Context: an optimization exercise on an open-source flow, tuned for small area, a short achievable clock period and few clock cycles per item. The choices shown serve that exercise and are no tape-out recipe. The RTL was checked by simulation tests, not by an equivalence proof against the original design. No activity file was given, so power comes from the tool's default toggle rates.

==> flow/design.v (excerpt) <==
module Viterbi (clk, reset, in_valid, in_word, in_ready,
                out_valid, out_tag, out_last, error);
    input clk, reset;
    input in_valid;
    input [7:0] in_word;
    output in_ready;
    output reg out_valid;
    output reg [3:0] out_tag;
    output reg out_last;
    output reg error;
reg hv, sv;
reg [7:0] hw, sw;
reg rdy;                       
wire pop;
assign in_ready = rdy;
wire in_acc = in_valid & rdy;
wire sv_next = sv ? ~pop : (hv & ~pop & in_acc);
always @(posedge clk) begin
    if (!reset) begin
        hv <= 1'b0;
        sv <= 1'b0;
        rdy <= 1'b1;
    end else begin
        rdy <= ~sv_next;
        sv <= sv_next;
        if (sv) begin
            if (pop) hw <= sw;
        end else if (hv) begin
            if (pop) begin
                hv <= in_acc;
                if (in_acc) hw <= in_word;
            end else if (in_acc)
                sw <= in_word;
        end else if (in_acc) begin
            hw <= in_word; hv <= 1'b1;
        end
    end
end
reg [4:0] wcnt;                
reg [1:0] live;                
  ...
clock: 22.0 ns
lec_check: 0
cap_margin: 20
core_margin: 2
core_utilization: 40
place_density: 0.6
slew_margin: 20
synth_memory_max_bits: 16384
standard.sh (not shown) runs the stock make flow with config.mk's settings and CLKGATE_MAP_FILE= SYNTH_SCRIPT=/design/flow/synth_recipe.tcl, a recipe that flattens the netlist after the stock synthesis.
==> flow/flow/run.sh <==
#!/bin/bash
# Own layout flow: the standard ORFS layout (standard.sh) at the design's
# own clock period and constraints, with two changes in how it is made:
#  - the port buffers that buffer_ports inserts on every input and output are
#    sky130_fd_sc_hd__buf_4 instead of the library's delay buffer, and
#  - the timing repair steps (after floorplan, CTS and global route) aim for a
#    setup slack larger than 0.
# If the finished layout comes within 3% of a max-slew or max-capacitance
# limit, it is made again with the next, smaller repair margin. Each attempt's
# make output is in flow_make_m<margin>.log, and its ORFS logs and reports are
# under orfs_m<margin>/ (the last attempt's stay in orfs/).
set -uo pipefail
MARGINS="16.3 16 15"
PORTBUF="BUFFER_PORTS_ARGS=-buffer_cell sky130_fd_sc_hd__buf_4"
fits() {
  local r=orfs/reports/sky130hd/Viterbi/base/6_finish.rpt
  [[ -f $r && -f out/final.def ]] || return 1
  awk '
    /finish max_slew_check_slack_limit/ {getline; getline; s=$1}
    /finish max_capacitance_check_slack_limit/ {getline; getline; c=$1}
    END { exit !(s != "" && c != "" && s+0 >= 0.03 && c+0 >= 0.03) }' "$r"
}
last=""
for m in $MARGINS; do
  if [[ -n $last ]]; then
    mv orfs "orfs_m$last"
    rm -f out/final.def
  fi
  last=$m
  if bash standard.sh "$PORTBUF" "SETUP_SLACK_MARGIN=$m" finish > "flow_make_m$m.log" 2>&1 && fits; then
    exit 0
  fi
done
[[ -f out/final.def ]]
Testbench counts at the start, summed over its fixed seeds: cycles 4,834, words 3,918.
==> next run, changes <==
--- a/flow/flow/run.sh
+++ b/flow/flow/run.sh
@@ -11,5 +11,5 @@
 # under orfs_m<margin>/ (the last attempt's stay in orfs/).
 set -uo pipefail
-MARGINS="16.3 16 15"
+MARGINS="16 15"
 PORTBUF="BUFFER_PORTS_ARGS=-buffer_cell sky130_fd_sc_hd__buf_4"
 fits() {
--- a/flow/config.mk
+++ b/flow/config.mk
@@ -8,6 +8,6 @@
 export CAP_MARGIN = 20
 export CORE_MARGIN = 2
-export CORE_UTILIZATION = 40
-export PLACE_DENSITY = 0.6
+export CORE_UTILIZATION = 50
+export PLACE_DENSITY = 0.7
 export SLEW_MARGIN = 20
 export SYNTH_MEMORY_MAX_BITS = 16384
The changed run passed the timing, DRC and antenna checks.
Setup slack is worse by 0.27 ns.
Cell count shrinks by 4.6%.
Sequential share of layout area climbs by 0.22 points.
==> next run, changes <==
==> flow/flow/run.sh (replaced) <==
#!/bin/bash
# Own layout flow: the standard ORFS layout (standard.sh), with the timing
# repair steps (after floorplan, CTS and global route) aiming for a larger setup
# slack than 0 at the design's own clock period and constraints. If the
# finished layout comes within 3% of a max-slew or max-capacitance limit, the
# layout is made again with the next, smaller margin. Each attempt's make output
# is in flow_make_m<margin>.log and its ORFS logs and reports under
# orfs_m<margin>/ (the last attempt's stay in orfs/).
set -uo pipefail
MARGINS="16 15"
fits() {
  local r=orfs/reports/sky130hd/Viterbi/base/6_finish.rpt
  [[ -f $r && -f out/final.def ]] || return 1
  awk '
    /finish max_slew_check_slack_limit/ {getline; getline; s=$1}
    /finish max_capacitance_check_slack_limit/ {getline; getline; c=$1}
    END { exit !(s != "" && c != "" && s+0 >= 0.03 && c+0 >= 0.03) }' "$r"
}
last=""
for m in $MARGINS; do
  if [[ -n $last ]]; then
    mv orfs "orfs_m$last"
    rm -f out/final.def
  fi
  last=$m
  if bash standard.sh "SETUP_SLACK_MARGIN=$m" finish > "flow_make_m$m.log" 2>&1 && fits; then
    exit 0
  fi
done
[[ -f out/final.def ]]
--- a/flow/config.mk
+++ b/flow/config.mk
@@ -6,8 +6,8 @@
 export NUM_CORES = 4
 export LEC_CHECK = 0
-export CAP_MARGIN = 20
+export CAP_MARGIN = 50
 export CORE_MARGIN = 2
-export CORE_UTILIZATION = 50
-export PLACE_DENSITY = 0.7
-export SLEW_MARGIN = 20
+export CORE_UTILIZATION = 40
+export PLACE_DENSITY = 0.6
+export SLEW_MARGIN = 75
 export SYNTH_MEMORY_MAX_BITS = 16384
What happened: The new run passed the timing, DRC and antenna checks. Sequential share of layout area is lower by 2.8 points. Wire length is higher by 6.1%. Register-to-register slack gets better by 0.29 ns. Cell area is higher by 9.4%. Sequential power is lower by about 3%. Area after synthesis is unchanged. Cell count is higher by 9.5%. Sequential cell count stays the same.
==> next run, changes <==
--- a/flow/config.mk
+++ b/flow/config.mk
@@ -6,8 +6,8 @@
 export NUM_CORES = 4
 export LEC_CHECK = 0
-export CAP_MARGIN = 50
+export CAP_MARGIN = 20
 export CORE_MARGIN = 2
 export CORE_UTILIZATION = 40
 export PLACE_DENSITY = 0.6
-export SLEW_MARGIN = 75
+export SLEW_MARGIN = 20
 export SYNTH_MEMORY_MAX_BITS = 16384
Result: Worst setup slack improves by 0.16 ns; sequential share of layout area goes up by 2.3 points; sequential power stays flat; hold slack gets worse by 0.0043 ns.
==> next run, changes <==
==> flow/run.sh (new file) <==
#!/bin/bash
# synth_recipe.tcl (not shown) runs the flow's synth.tcl, then flattens the netlist and writes it again
# the make line also repeats each setting of config.mk as NAME=value (left out here)
make -C /OpenROAD-flow-scripts/flow DESIGN_CONFIG=/design/flow/config.mk WORK_HOME=/design/flow/orfs CLKGATE_MAP_FILE= SYNTH_SCRIPT=/design/flow/synth_recipe.tcl finish
--- a/flow/config.mk
+++ b/flow/config.mk
@@ -6,8 +6,8 @@
 export NUM_CORES = 4
 export LEC_CHECK = 0
-export CAP_MARGIN = 20
+export CAP_MARGIN = 50
 export CORE_MARGIN = 2
 export CORE_UTILIZATION = 40
 export PLACE_DENSITY = 0.6
-export SLEW_MARGIN = 20
+export SLEW_MARGIN = 75
 export SYNTH_MEMORY_MAX_BITS = 16384
removed: flow/flow/run.sh
removed: flow/standard.sh
=> Setup slack is worse by 0.88 ns. Sequential share of layout area came out lower by 1.5 points. Clock-buffer cell count came out higher by 7. Synthesized cell count is unchanged. Die area is unchanged. Fmax came out lower by roughly a tenth. Cell count came out higher by a few percent. Total power came out lower by a little under a tenth. Hold slack is better by 0.019 ns. Area after synthesis stays the same. Utilization came out higher by 2.4 points.
==> next run, changes <==
--- a/flow/config.mk
+++ b/flow/config.mk
@@ -6,8 +6,8 @@
 export NUM_CORES = 4
 export LEC_CHECK = 0
-export CAP_MARGIN = 50
+export CAP_MARGIN = 20
 export CORE_MARGIN = 2
 export CORE_UTILIZATION = 40
 export PLACE_DENSITY = 0.6
-export SLEW_MARGIN = 75
+export SLEW_MARGIN = 20
 export SYNTH_MEMORY_MAX_BITS = 16384
Worst setup slack gets worse by 0.49 ns.
Utilization came out lower by 5.0 points.
Clock power came out lower by about 9%.
Non-clock buffer count came out lower by 386.
Final cell count came out lower by 6.3%.
Sequential cell count does not change.
Clock skew came out lower by 0.019 ns.
Hold slack is about the same.
Wire length came out lower by 1.4%.

[port drivers added, routing unchanged]
How much do the figures lean on ideal ports? The routed layouts below were timed once more, with nothing changed but the port constraints. Step 1, drivers: a clkbuf_16 drives clk and a buf_2 each remaining input, both assumed. Step 2 also shifts input and output timing later by t, the mid clock arrival at the registers, as if the neighbouring blocks saw the same clock. Three values: ideal, step 1, step 2; two values: the first two.
| run | shift t [ns] | setup WS [ns] | worst hold slack (ns) | slew at the worst register clock pin (ns) | worst data-port slew with drivers (ns) |
|---|---|---|---|---|---|
| the first run | 0.717 | 15.728 / 15.728 / 15.728 | 0.416 / 0.416 / 0.416 | 0.07 / 0.07 | 0.05 |
| the second run | 0.690 | 15.455 / 15.455 / 15.455 | 0.418 / 0.418 / 0.418 | 0.07 / 0.07 | 0.04 |
| the third run | 0.718 | 15.745 / 15.745 / 15.738 | 0.402 / 0.402 / 0.402 | 0.07 / 0.07 | 0.04 |
| the fourth run | 0.716 | 15.910 / 15.910 / 15.474 | 0.398 / 0.398 / 0.398 | 0.07 / 0.07 | 0.04 |
| the fifth run | 0.701 | 15.028 / 15.028 / 15.028 | 0.417 / 0.417 / 0.417 | 0.07 / 0.07 | 0.05 |
| the sixth run | 0.711 | 14.534 / 14.534 / 14.534 | 0.414 / 0.414 / 0.414 | 0.07 / 0.07 | 0.05 |
After both steps every run listed still meets setup and hold. For the fourth run, which loses most, drivers alone change the setup slack by 0.000 ns; drivers and shift together by -0.436 ns.
